From an optimization exercise on the open Yosys and OpenROAD flow, aimed at small area and a short achievable clock period; shortcuts taken in it are not production practice.
Only simulation tests tie the RTL to the original design; equivalence was not proved.
Power figures rest on the tool's default switching activity, not on a simulated workload.

Design RISCV_2, start of the top module:
module RISCV_2(
input clk,
input reset,
input [31:0] instr,           
output [4:0] imem_addr,       
output [3:0] data4bitpart1,data4bitpart2,
output [6:0]sout_1,sout_2,
output wb_en,                 
output [4:0] wb_rd,
output [31:0] wb_data
);
    reg  [4:0]  pc;                      
    reg  [31:0] d_ins;                   
    reg  [4:0]  d_ca;
    reg         d_br, d_jal;             
    reg  [4:0]  d_cr;                    
    reg  [3:0]  d_r1h, d_r2h;            
    reg  [7:0]  d_r1l, d_r2l;            
    reg         e_rw, e_mw, e_sub;                 
    reg  [1:0]  e_rsrc;
    reg  [6:0]  e_op;                    
    reg  [31:0] e_a, e_b;                
    reg  [4:0]  e_sh;                    
    reg         e_shz;                   
    reg  [3:0]  e_d1;                    
    reg  [31:0] e_rd2;                   
    reg  [4:0]  e_rd, e_na;
    reg         e_fl;                    
    reg         e_mis;                   
    reg         m_rw, m_mw;              
    reg  [1:0]  m_rsrc;
    reg  [4:0]  m_rd, m_na;
    reg  [31:0] m_sol, m_sd;
    reg  [31:0] m_sel;
    reg         w_en;                    
    reg  [4:0]  w_rd;
    reg  [31:0] w_data;
    reg  [7:0]  res_w;                   
    reg  [2:0]  bp_cls;                  
    reg  [2:0]  bp_cnt;                  
    reg  [4:0]  bp_cr, bp_ar;            
    reg  [4:0]  bp_b;                    
  ...
Settings: LEC_CHECK=0, CAP_MARGIN=30, CORE_MARGIN=2, CORE_UTILIZATION=65, SLEW_MARGIN=30, SYNTH_HIERARCHICAL=1, SYNTH_MINIMUM_KEEP_SIZE=0; clock period 16.0 ns.
standard.sh (not shown) runs the stock make flow with config.mk's settings and CLKGATE_MAP_FILE= SYNTH_SCRIPT=/design/flow/synth_recipe.tcl, a recipe that flattens the netlist after the stock synthesis.
==> flow/flow/run.sh <==
#!/bin/bash
# The standard layout (standard.sh), with these changes to how it is made:
#  * the port buffers are buf_4 cells (buffer_ports otherwise picks the
#    slow clkdlybuf4s50_1 delay cell);
#  * clock tree: clkbuf_16 buffers over clusters of up to 25 sinks, and no
#    dummy loads;
#  * the timing repair steps aim for 9.2 ns of setup slack (the design's
#    constraints and clock period are unchanged).
set -o pipefail
export BUFFER_PORTS_ARGS="-buffer_cell sky130_fd_sc_hd__buf_4"
export CTS_ARGS="-sink_clustering_enable -repair_clock_nets -dont_use_dummy_load -buf_list sky130_fd_sc_hd__clkbuf_16 -sink_clustering_size 25 -sink_clustering_max_diameter 70"
export SETUP_SLACK_MARGIN=9.2
bash standard.sh > standard.log 2>&1
Rerun with:
Settings changed: CORE_UTILIZATION 65 to 60.
Result:
- sequential share of layout area stays flat
- flip-flop and latch count does not change
- non-clock buffer count goes down by 14
- setup slack degrades by 0.038 ns
- worst hold slack degrades by 0.052 ns
- routed wire length goes up by 1.2%
- critical path depth goes down by 5
- utilization goes down by 5.3 points
- cell count goes up by 1.7%
- total power goes up by 0.62%


Another version of the RTL of RISCV_2 (not shown whole).
Size in the first run: ~0.10 mm2 of cells after synthesis.
// RISCV_2
module RISCV_2(
input clk,
input reset,
input [31:0] instr,           
output [4:0] imem_addr,       
output [3:0] data4bitpart1,data4bitpart2,
output [6:0]sout_1,sout_2,
output wb_en,                 
output [4:0] wb_rd,
output [31:0] wb_data
);
==> flow/config.mk <==
export PLATFORM = sky130hd
export DESIGN_NAME = RISCV_2
export DESIGN_NICKNAME = RISCV_2
export VERILOG_FILES = /design/flow/design.v
export SDC_FILE = /design/flow/constraint.sdc
export NUM_CORES = 4
export LEC_CHECK = 0
export CAP_MARGIN = 30
export CORE_MARGIN = 2
export CORE_UTILIZATION = 60
export SLEW_MARGIN = 30
export SYNTH_HIERARCHICAL = 1
export SYNTH_MINIMUM_KEEP_SIZE = 0
==> flow/constraint.sdc <==
create_clock -name core_clock -period 16.0 [get_ports {clk}]
set_input_delay 3.2000 -clock core_clock [delete_from_list [all_inputs] [get_ports {clk}]]
set_output_delay 3.2000 -clock core_clock [all_outputs]
set_load 0.01 [all_outputs]
==> flow/flow/run.sh <==
#!/bin/bash
# The standard layout (standard.sh), with two changes to how it is made:
#  * the port buffers are buf_4 cells (buffer_ports otherwise picks the
#    slow clkdlybuf4s50_1 delay cell);
#  * clock tree: clkbuf_16 buffers over clusters of up to 25 sinks, and no
#    dummy loads.
set -o pipefail
export BUFFER_PORTS_ARGS="-buffer_cell sky130_fd_sc_hd__buf_4"
export CTS_ARGS="-sink_clustering_enable -repair_clock_nets -dont_use_dummy_load -buf_list sky130_fd_sc_hd__clkbuf_16 -sink_clustering_size 25 -sink_clustering_max_diameter 70"
bash standard.sh > standard.log 2>&1
The first run passed the timing, DRC and antenna checks.
Then changed:
==> flow/flow/run.sh (replaced) <==
#!/bin/bash
# The standard layout (standard.sh), with two changes to how it is made:
#  * the port buffers are buf_4 cells (buffer_ports otherwise picks the
#    slow clkdlybuf4s50_1 delay cell);
#  * clock tree: clkbuf_16 buffers over clusters of up to 30 sinks, and no
#    dummy loads.
set -o pipefail
export BUFFER_PORTS_ARGS="-buffer_cell sky130_fd_sc_hd__buf_4"
export CTS_ARGS="-sink_clustering_enable -repair_clock_nets -dont_use_dummy_load -buf_list sky130_fd_sc_hd__clkbuf_16 -sink_clustering_size 30 -sink_clustering_max_diameter 80"
bash standard.sh > standard.log 2>&1
CORE_UTILIZATION = 50   (was 60)
Outcome: Cell area is about the same; critical path depth came out higher by 26; non-clock buffer count rose by 7.

==> port drivers added, routing unchanged <==
Ports are ideal in the flow. The routed layouts listed here were re-timed in OpenROAD.
Step 1 assumes that a clkbuf_16 drives the clock port and a buf_2 every other input.
Step 2 moves the port delays by t, midway between the first and last clock arrival at a register: inputs arrive t later, outputs are due t later. That takes back most of the time a late clock gives input paths.
a / b / c = no drivers / after step 1 / after step 2; a / b = the first two.
| run | t (ns) | setup WS [ns] | hold WS [ns] | clock arrival spread, ns | cell pins on the clock port's net |
|---|---|---|---|---|---|
| the first run of note 1 | 0.887 | 8.929 / 8.929 / 8.929 | 0.318 / 0.318 / 0.318 | 0.133 / 0.133 | 1 |
| the second run of note 1 | 0.911 | 8.891 / 8.891 / 8.891 | 0.266 / 0.266 / 0.266 | 0.108 / 0.109 | 1 |
| the first run of note 2 | 0.928 | 8.875 / 8.851 / 8.851 | 0.293 / 0.293 / 0.293 | 0.108 / 0.109 | 1 |
| the second run of note 2 | 0.895 | 8.834 / 8.834 / 8.834 | 0.259 / 0.259 / 0.259 | 0.179 / 0.179 | 1 |
After both steps setup and hold are still met in every run listed. For the first run of note 2, which loses most, drivers alone change the setup slack by -0.024 ns; drivers and shift together by -0.024 ns.
